This is an optimization exercise on Yosys and OpenROAD, whose aim is small area and a short achievable clock period, not a production implementation. In this exercise RTL edits were held to simulation tests only and were not proved equivalent to the original. Power is estimated from default activity; no workload was simulated.

==> flow/design.v (excerpt) <==
module IOTDF( clk, rst, in_en, iot_in, fn_sel, busy, valid, iot_out);
clock: 8.0 ns
lec_check: 0
cap_margin: 20
core_margin: 2
core_utilization: 40
place_density: 0.6
slew_margin: 20
standard.sh (not shown) runs the stock make flow with config.mk's settings and CLKGATE_MAP_FILE= SYNTH_SCRIPT=/design/flow/synth_recipe.tcl, a recipe that flattens the netlist after the stock synthesis.
==> flow/flow/run.sh <==
#!/bin/bash
# Standard ORFS layout, with plain buffers (not delay cells) on the ports and
# a tighter setup target for the repair steps. Synthesis is the standard one.
set -euo pipefail
bash standard.sh synth > synth.log 2>&1
export BUFFER_PORTS_ARGS="-buffer_cell sky130_fd_sc_hd__buf_1"
export SETUP_SLACK_MARGIN=${MARGIN:-5.45}
export DONT_USE_CELLS="sky130_fd_sc_hd__clkdlybuf4s15_1 sky130_fd_sc_hd__clkdlybuf4s15_2 sky130_fd_sc_hd__clkdlybuf4s18_1 sky130_fd_sc_hd__clkdlybuf4s18_2 sky130_fd_sc_hd__clkdlybuf4s25_1 sky130_fd_sc_hd__clkdlybuf4s25_2 sky130_fd_sc_hd__clkdlybuf4s50_1 sky130_fd_sc_hd__clkdlybuf4s50_2 sky130_fd_sc_hd__dlygate4sd1_1 sky130_fd_sc_hd__dlygate4sd2_1 sky130_fd_sc_hd__dlygate4sd3_1 sky130_fd_sc_hd__dlymetal6s2s_1 sky130_fd_sc_hd__dlymetal6s4s_1 sky130_fd_sc_hd__dlymetal6s6s_1"
export CTS_ARGS="-sink_clustering_enable -repair_clock_nets -dont_use_dummy_load"
bash standard.sh > layout.log 2>&1
The first run passed the timing, design-rule and antenna checks.
==> next run, changes <==
--- a/flow/flow/run.sh
+++ b/flow/flow/run.sh
@@ -7 +7 @@
-export SETUP_SLACK_MARGIN=${MARGIN:-5.45}
+export SETUP_SLACK_MARGIN=${MARGIN:-5.4}
@@ -9 +9 @@
-export CTS_ARGS="-sink_clustering_enable -repair_clock_nets -dont_use_dummy_load"
+export CTS_ARGS="-sink_clustering_enable -repair_clock_nets -dont_use_dummy_load -buf_list {sky130_fd_sc_hd__clkbuf_4 sky130_fd_sc_hd__clkbuf_8}"
--- a/flow/config.mk
+++ b/flow/config.mk
@@ -10,2 +10,2 @@
-export CORE_UTILIZATION = 40
-export PLACE_DENSITY = 0.6
+export CORE_UTILIZATION = 65
+export PLACE_DENSITY = 0.75
After rerunning: The new run finished with timing, DRC and antenna clean. Core utilization rose by 27 points. First-iteration DRC count goes up by 96%. Global-route usage rose by 9.5 points. Worst setup slack is worse by 0.063 ns. Area after synthesis stays the same. Sequential cell count is unchanged. Hold slack improves by 0.036 ns. Sequential power is about the same. Via count goes up by 3.4%.


Setup of oak:
Starting RTL as in the previous note.
export LEC_CHECK = 0
export CAP_MARGIN = 20
export CORE_MARGIN = 2
export CORE_UTILIZATION = 65
export PLACE_DENSITY = 0.75
export SLEW_MARGIN = 20
export TNS_END_PERCENT = 0
create_clock -name core_clock -period 8.0 [get_ports {clk}]
==> flow/flow/run.sh <==
#!/bin/bash
# Standard ORFS layout, with plain buffers (not delay cells) on the ports and
# a tighter setup target for the repair steps. Synthesis is the standard one.
set -euo pipefail
bash standard.sh synth > synth.log 2>&1
export BUFFER_PORTS_ARGS="-buffer_cell sky130_fd_sc_hd__buf_1"
export SETUP_SLACK_MARGIN=${MARGIN:-5.45}
export DONT_USE_CELLS="sky130_fd_sc_hd__clkdlybuf4s15_1 sky130_fd_sc_hd__clkdlybuf4s15_2 sky130_fd_sc_hd__clkdlybuf4s18_1 sky130_fd_sc_hd__clkdlybuf4s18_2 sky130_fd_sc_hd__clkdlybuf4s25_1 sky130_fd_sc_hd__clkdlybuf4s25_2 sky130_fd_sc_hd__clkdlybuf4s50_1 sky130_fd_sc_hd__clkdlybuf4s50_2 sky130_fd_sc_hd__dlygate4sd1_1 sky130_fd_sc_hd__dlygate4sd2_1 sky130_fd_sc_hd__dlygate4sd3_1 sky130_fd_sc_hd__dlymetal6s2s_1 sky130_fd_sc_hd__dlymetal6s4s_1 sky130_fd_sc_hd__dlymetal6s6s_1"
export CTS_ARGS="-sink_clustering_enable -repair_clock_nets -dont_use_dummy_load -buf_list {sky130_fd_sc_hd__clkbuf_4 sky130_fd_sc_hd__clkbuf_8}"
bash standard.sh > layout.log 2>&1
Input changes introduced in pine (baseline for comparison: oak):
- a deleted TNS_END_PERCENT that had been 0
- a change of CORE_UTILIZATION from 65 to 40
- a change of PLACE_DENSITY from 0.75 to 0.6
-- flow/flow/run.sh --
<<< oak, line 7
export SETUP_SLACK_MARGIN=${MARGIN:-5.45}
>>> pine, line 7
export SETUP_SLACK_MARGIN=${MARGIN:-5.35}
<<< oak, line 9
export CTS_ARGS="-sink_clustering_enable -repair_clock_nets -dont_use_dummy_load -buf_list {sky130_fd_sc_hd__clkbuf_4 sky130_fd_sc_hd__clkbuf_8}"
>>> pine, line 9
export CTS_ARGS="-sink_clustering_enable -repair_clock_nets -dont_use_dummy_load -buf_list sky130_fd_sc_hd__clkbuf_8 -sink_clustering_size 24"
==> summary.txt <==
- From oak to pine the numbers moved as follows: post-layout minimum cycle time ~0 delta, mean instance size in the synthesized netlist did not really move, post-synth design cell area saw little to no change, part of the total power dissipated in combinational logic now sits lower.
- Capture point of the worst path: iot_out[22] -> oak, iot_out[60] -> pine
- The number of nets in the layout in pine sits about 0.33% below the value recorded for oak.
- Taking oak as the reference, in pine fmax flat; minimum hold slack now sits lower.
- Buffer count excluding the clock tree in the final layout for pine: 2.0% down relative to oak
The following lists how birch was set up differently from pine:
- changing PLACE_DENSITY from 0.6 to 0.75
- changing CORE_UTILIZATION from 40 to 65
-- flow/flow/run.sh --
<<< pine, line 7
export SETUP_SLACK_MARGIN=${MARGIN:-5.35}
>>> birch, line 7
export SETUP_SLACK_MARGIN=${MARGIN:-5.3}
<<< pine, line 9
export CTS_ARGS="-sink_clustering_enable -repair_clock_nets -dont_use_dummy_load -buf_list sky130_fd_sc_hd__clkbuf_8 -sink_clustering_size 24"
>>> birch, line 9
export CTS_ARGS="-sink_clustering_enable -repair_clock_nets -dont_use_dummy_load -buf_list {sky130_fd_sc_hd__clkbuf_4 sky130_fd_sc_hd__clkbuf_8}"
Notes after the runs:
- Against pine, total of fill cells in the finished design in birch fell by more than half.
- [compare] base=pine new=birch: cell internal power dissipation shrank by about 4%; via count increased by 218 relative to the old numbers; net switching component of the power lower.

-- what the ideal ports hide --
No port has a modelled driver above. Below, the same layouts with a new extraction and two added sets of constraints. Step 1 sets driving cells, clkbuf_16 on the clock port and buf_2 on the other inputs (assumed; they add their load-dependent delay and slew). Step 2 adds t to the input delays and takes it off the output delays; t is the mean of the earliest and latest rising clock arrival at the registers after step 1. Input paths then give back, and output paths get back, about the clock's delay inside the block. a / b / c = no drivers / after step 1 / after step 2; a / b = the first two.
run	shift t [ns]	setup slack, ns	hold WS [ns]	clock arrival spread, ns	cell pins on the clock port's net
the first run of note 1	0.449	5.421 / 5.375 / 5.053	0.363 / 0.363 / 0.363	0.022 / 0.023	1
the second run of note 1	0.468	5.358 / 5.322 / 4.983	0.399 / 0.399 / 0.399	0.027 / 0.027	1
oak	0.467	5.388 / 5.354 / 4.920	0.403 / 0.403 / 0.403	0.033 / 0.033	1
pine	0.469	5.391 / 5.352 / 4.990	0.370 / 0.370 / 0.370	0.040 / 0.040	1
birch	0.463	5.357 / 5.322 / 4.896	0.420 / 0.420 / 0.420	0.031 / 0.031	1
After both steps setup and hold are still met in every run listed. For oak, which loses most, drivers alone change the setup slack by -0.034 ns; drivers and shift together by -0.468 ns.
